What follows belongs to an exercise in optimizing a design on an open flow for small area, a short achievable clock period and few clock cycles per item; a production flow would make more cautious choices. Function was checked by simulation only, so behaviour that the tests miss may differ from the original.

Design fir_wrapper, start of the top module:
module fir_wrapper (
    input           wb_clk_i,
    input           wb_rst_i,
    input           wbs_stb_i,
    input           wbs_cyc_i,
    input           wbs_we_i,
    input   [3:0]   wbs_sel_i,
    input  [31:0]   wbs_dat_i,
    input  [31:0]   wbs_adr_i,
    output          wbs_ack_o,
    output [31:0]   wbs_dat_o
);
  wire req = wbs_stb_i & wbs_cyc_i;
  reg        ack_r, init_r, act;
  reg  [1:0] ph;
  reg  [3:0] icnt;
  assign wbs_ack_o = ack_r;
  wire p0 = (ph == 2'd0);
  wire p1 = (ph == 2'd1);
  wire p3 = (ph == 2'd3);
  wire a_x   =  wbs_we_i &  wbs_adr_i[7];                   
  wire a_y   = ~wbs_we_i &  wbs_adr_i[7];                   
  wire a_ctl =  wbs_we_i & ~wbs_adr_i[7] & ~wbs_adr_i[6];   
  wire a_st  = ~wbs_we_i & ~wbs_adr_i[7];                   
  wire a_h   =  wbs_we_i & ~wbs_adr_i[7] &  wbs_adr_i[6];   
  wire [3:0] kt;    
  assign kt[0] = (wbs_adr_i[5:2] <= 4'd2);
  ...
clock: 10.0 ns
lec_check: 0
cap_margin: 20
core_margin: 2
core_utilization: 65
cts_cluster_size: 30
slew_margin: 20
synth_hierarchical: 1
synth_minimum_keep_size: 0
setup_slack_margin: 6.55
standard.sh (not shown) runs the stock make flow with config.mk's settings and CLKGATE_MAP_FILE= SYNTH_SCRIPT=/design/flow/synth_recipe.tcl, a recipe that flattens the netlist after the stock synthesis.
==> flow/flow/run.sh <==
#!/bin/bash
set -e
cp standard.sh standard.sh.log
cp config.mk config.mk.orig.log
echo "export SETUP_SLACK_MARGIN = 6.55" >> config.mk
bash standard.sh > standard.log 2>&1
Testbench counts at the start, summed over its fixed seeds: cycles 5,120, items 1,280.
Edit:
==> flow/flow/run.sh (replaced) <==
#!/bin/bash
set -e
cp standard.sh standard.sh.log
cp config.mk config.mk.orig.log
echo "export SETUP_SLACK_MARGIN = 6.5" >> config.mk
bash standard.sh > standard.log 2>&1
CORE_UTILIZATION = 60   (was 65)
SETUP_SLACK_MARGIN = 6.5   (was 6.55)
Outcome: The changed run finished clean; clock-buffer cell count is higher by 24; synthesized cell count stays the same; via count hardly moves; worst hold slack hardly moves; setup slack improves by 0.034 ns.
Edit:
CORE_UTILIZATION = 70   (was 60)
What happened:
- The new run completed with no timing, DRC or antenna violations
- sequential share of layout area rose by 0.41 points
- count of clock-buffer cells in the layout decreases by 7
- final cell count falls by 3.8%
- clock skew rises by 0.0070 ns
- global-route usage grows by 3.6 points
- core utilization increases by 10 points

---

Another version of the RTL of fir_wrapper (not shown whole).
Size: roughly 110 I/O pins, ~0.074 sq mm of cells after synthesis.
export LEC_CHECK = 0
export CAP_MARGIN = 20
export CORE_MARGIN = 2
export CORE_UTILIZATION = 50
export SLEW_MARGIN = 20
export SETUP_SLACK_MARGIN = 6.5
create_clock -name core_clock -period 10.0 [get_ports {wb_clk_i}]
==> flow/flow/run.sh <==
#!/bin/bash
set -e
cp standard.sh standard.sh.log
cp config.mk config.mk.orig.log
echo "export SETUP_SLACK_MARGIN = 6.5" >> config.mk
bash standard.sh > standard.log 2>&1
The baseline produced a clean layout.
Testbench counts at the start, summed over its fixed seeds: cycles 5,120, items 1,280.
Then changed:
==> flow/run.sh (new file) <==
#!/bin/bash
# synth_recipe.tcl (not shown) runs the flow's synth.tcl, then flattens the netlist and writes it again
# the make line also repeats each setting of config.mk as NAME=value (left out here)
make -C /OpenROAD-flow-scripts/flow DESIGN_CONFIG=/design/flow/config.mk WORK_HOME=/design/flow/orfs CLKGATE_MAP_FILE= SYNTH_SCRIPT=/design/flow/synth_recipe.tcl finish
- SETUP_SLACK_MARGIN: 6.5 -> 5
removed: flow/flow/run.sh
removed: flow/standard.sh
Outcome: The changed run produced a clean layout; synthesized area stays the same; register-to-register slack gets worse by 0.71 ns; utilization falls by 3.7 points; hold slack gets better by 0.0054 ns; cell count falls by 2.6%; clock-buffer cell count rises by 3; global-route usage falls by 1.6 points; fmax falls by 15%; non-clock buffer count falls by 220.

---

Another version of the RTL of fir_wrapper (not shown whole).
For scale: ~970 flip-flops, ~110 I/O pins, roughly 0.060 mm^2 of cells after synthesis.
Settings: LEC_CHECK=0, CAP_MARGIN=20, CORE_MARGIN=2, CORE_UTILIZATION=50, SLEW_MARGIN=20, SETUP_SLACK_MARGIN=6.7; clock period 10.0 ns.
==> flow/flow/run.sh <==
#!/bin/bash
set -e
cp standard.sh standard.sh.log
cp config.mk config.mk.orig.log
echo "export SETUP_SLACK_MARGIN = 6.7" >> config.mk
bash standard.sh > standard.log 2>&1
Testbench counts at the start, summed over its fixed seeds: cycles 5,120, items 1,280.
==> next run, changes <==
==> flow/flow/run.sh (replaced) <==
#!/bin/bash
set -e
cp standard.sh standard.sh.log
cp config.mk config.mk.orig.log
echo "export SETUP_SLACK_MARGIN = 6.3" >> config.mk
bash standard.sh > standard.log 2>&1
Settings changed: SETUP_SLACK_MARGIN 6.7 to 6.3.
Result: Global-route usage went down by 6.6 points. Synthesized area stays the same. Via count went down by 8.2%. Clock skew hardly moves.

---

== the baseline ==
fir_wrapper with an RTL version that a note above also has.
Size in the first run: ~4,900 cells after synthesis, about 110 I/O pins.
Design fir_wrapper, start of the top module:
module fir_wrapper (
    input           wb_clk_i,
    input           wb_rst_i,
    input           wbs_stb_i,
    input           wbs_cyc_i,
    input           wbs_we_i,
    input   [3:0]   wbs_sel_i,
    input  [31:0]   wbs_dat_i,
    input  [31:0]   wbs_adr_i,
    output          wbs_ack_o,
    output [31:0]   wbs_dat_o
);
  wire req = wbs_stb_i & wbs_cyc_i;
  reg        ack_r, init_r, act;
  reg  [1:0] ph;
  reg  [3:0] icnt;
  assign wbs_ack_o = ack_r;
  wire p0 = (ph == 2'd0);
  wire p1 = (ph == 2'd1);
  wire p3 = (ph == 2'd3);
  wire a_x   =  wbs_we_i &  wbs_adr_i[7];                   
  wire a_y   = ~wbs_we_i &  wbs_adr_i[7];                   
  wire a_ctl =  wbs_we_i & ~wbs_adr_i[7] & ~wbs_adr_i[6];   
  wire a_st  = ~wbs_we_i & ~wbs_adr_i[7];                   
  wire a_h   =  wbs_we_i & ~wbs_adr_i[7] &  wbs_adr_i[6];   
  wire [3:0] kt;    
  assign kt[0] = (wbs_adr_i[5:2] <= 4'd2);
  assign kt[1] = (wbs_adr_i[5:2] >= 4'd3) & (wbs_adr_i[5:2] <= 4'd5);
  ...
export LEC_CHECK = 0
export CAP_MARGIN = 20
export CORE_MARGIN = 2
export CORE_UTILIZATION = 70
export CTS_CLUSTER_SIZE = 30
export SLEW_MARGIN = 20
export SYNTH_HIERARCHICAL = 1
export SYNTH_MINIMUM_KEEP_SIZE = 0
export SETUP_SLACK_MARGIN = 6.65
create_clock -name core_clock -period 10.0 [get_ports {wb_clk_i}]
==> flow/flow/run.sh <==
#!/bin/bash
set -e
cp standard.sh standard.sh.log
cp config.mk config.mk.orig.log
echo "export SETUP_SLACK_MARGIN = 6.65" >> config.mk
bash standard.sh > standard.log 2>&1
Testbench counts of the baseline, summed over its fixed seeds: cycles 5,120, items 1,280.
What the candidate does differently from the baseline at the input level:
# the baseline
export LEC_CHECK = 0
export CAP_MARGIN = 20
export CORE_MARGIN = 2
export CORE_UTILIZATION = 70
export CTS_CLUSTER_SIZE = 30
export SLEW_MARGIN = 20
export SYNTH_HIERARCHICAL = 1
export SYNTH_MINIMUM_KEEP_SIZE = 0
export SETUP_SLACK_MARGIN = 6.65
create_clock -name core_clock -period 10.0 [get_ports {wb_clk_i}]
# the candidate
export LEC_CHECK = 0
export CAP_MARGIN = 20
export CORE_MARGIN = 2
export CORE_UTILIZATION = 70
export CTS_CLUSTER_DIAMETER = 60
export CTS_CLUSTER_SIZE = 40
export SLEW_MARGIN = 20
export SYNTH_HIERARCHICAL = 1
export SYNTH_MINIMUM_KEEP_SIZE = 0
export SETUP_SLACK_MARGIN = 6.5
create_clock -name core_clock -period 10.0 [get_ports {wb_clk_i}]
==> flow/flow/run.sh <==
#!/bin/bash
set -e
cp standard.sh standard.sh.log
cp config.mk config.mk.orig.log
echo "export SETUP_SLACK_MARGIN = 6.5" >> config.mk
bash standard.sh > standard.log 2>&1
met3 track utilization from global routing for the candidate: 3.0 points down relative to the baseline. The capturing element of the worst setup path comes out pr2[67] in one run and wbs_dat_o[11] in the other, namely in the baseline and the candidate respectively. The non-clock buffer count in the candidate sits about 20% below the value recorded for the baseline. The candidate: critical path depth lower than the baseline. Summary of the comparison: post-CTS setup buffer count is lower in the candidate, relative to the baseline. Going from the baseline to the candidate, minimum period implied by the final worst setup slack rose 62 ps; sequential share of layout area increased by 1.5 points relative to the old numbers; fraction of area in multi-input gates increased 0.38 points; clock transition time at the flip-flop clock pins of the worst setup and hold paths increased by 20 ps relative to the old numbers.

separate check: timing with driven ports:
In the flow no input, the clock included, has a driving cell. The finished layouts below were timed again as built, in two steps.
Step 1 (the two cells are an assumption about what drives the block):
set clk [get_ports {wb_clk_i}]
set_driving_cell -lib_cell sky130_fd_sc_hd__clkbuf_16 $clk
set_driving_cell -lib_cell sky130_fd_sc_hd__buf_2 [delete_from_list [all_inputs] $clk]
Step 2 also shifts input and output timing later by t, the mid clock arrival at the registers, as if the neighbouring blocks saw the same clock.
a / b / c = ideal / step 1 / step 2; a / b = the first two.
run | shift t [ns] | setup slack, ns | cell pins on the clock port's net
the first run of note 1 | 0.779 | 6.459 / 6.385 / 6.030 | 1
the second run of note 1 | 0.774 | 6.493 / 6.456 / 5.921 | 1
the third run of note 1 | 0.770 | 6.418 / 6.345 / 6.000 | 1
the first run of note 2 | 0.881 | 5.875 / 5.875 / 5.875 | 1
the second run of note 2 | 0.855 | 5.164 / 5.164 / 5.164 | 1
the first run of note 3 | 0.770 | 6.185 / 6.106 / 6.218 | 1
the second run of note 3 | 0.816 | 6.131 / 6.050 / 5.975 | 1
the baseline | 0.771 | 6.470 / 6.417 / 6.187 | 1
the candidate | 0.742 | 6.408 / 6.341 / 5.996 | 1
After both steps every run listed still meets setup and hold. For the second run of note 1, which loses most, drivers alone change the setup slack by -0.037 ns; drivers and shift together by -0.572 ns.
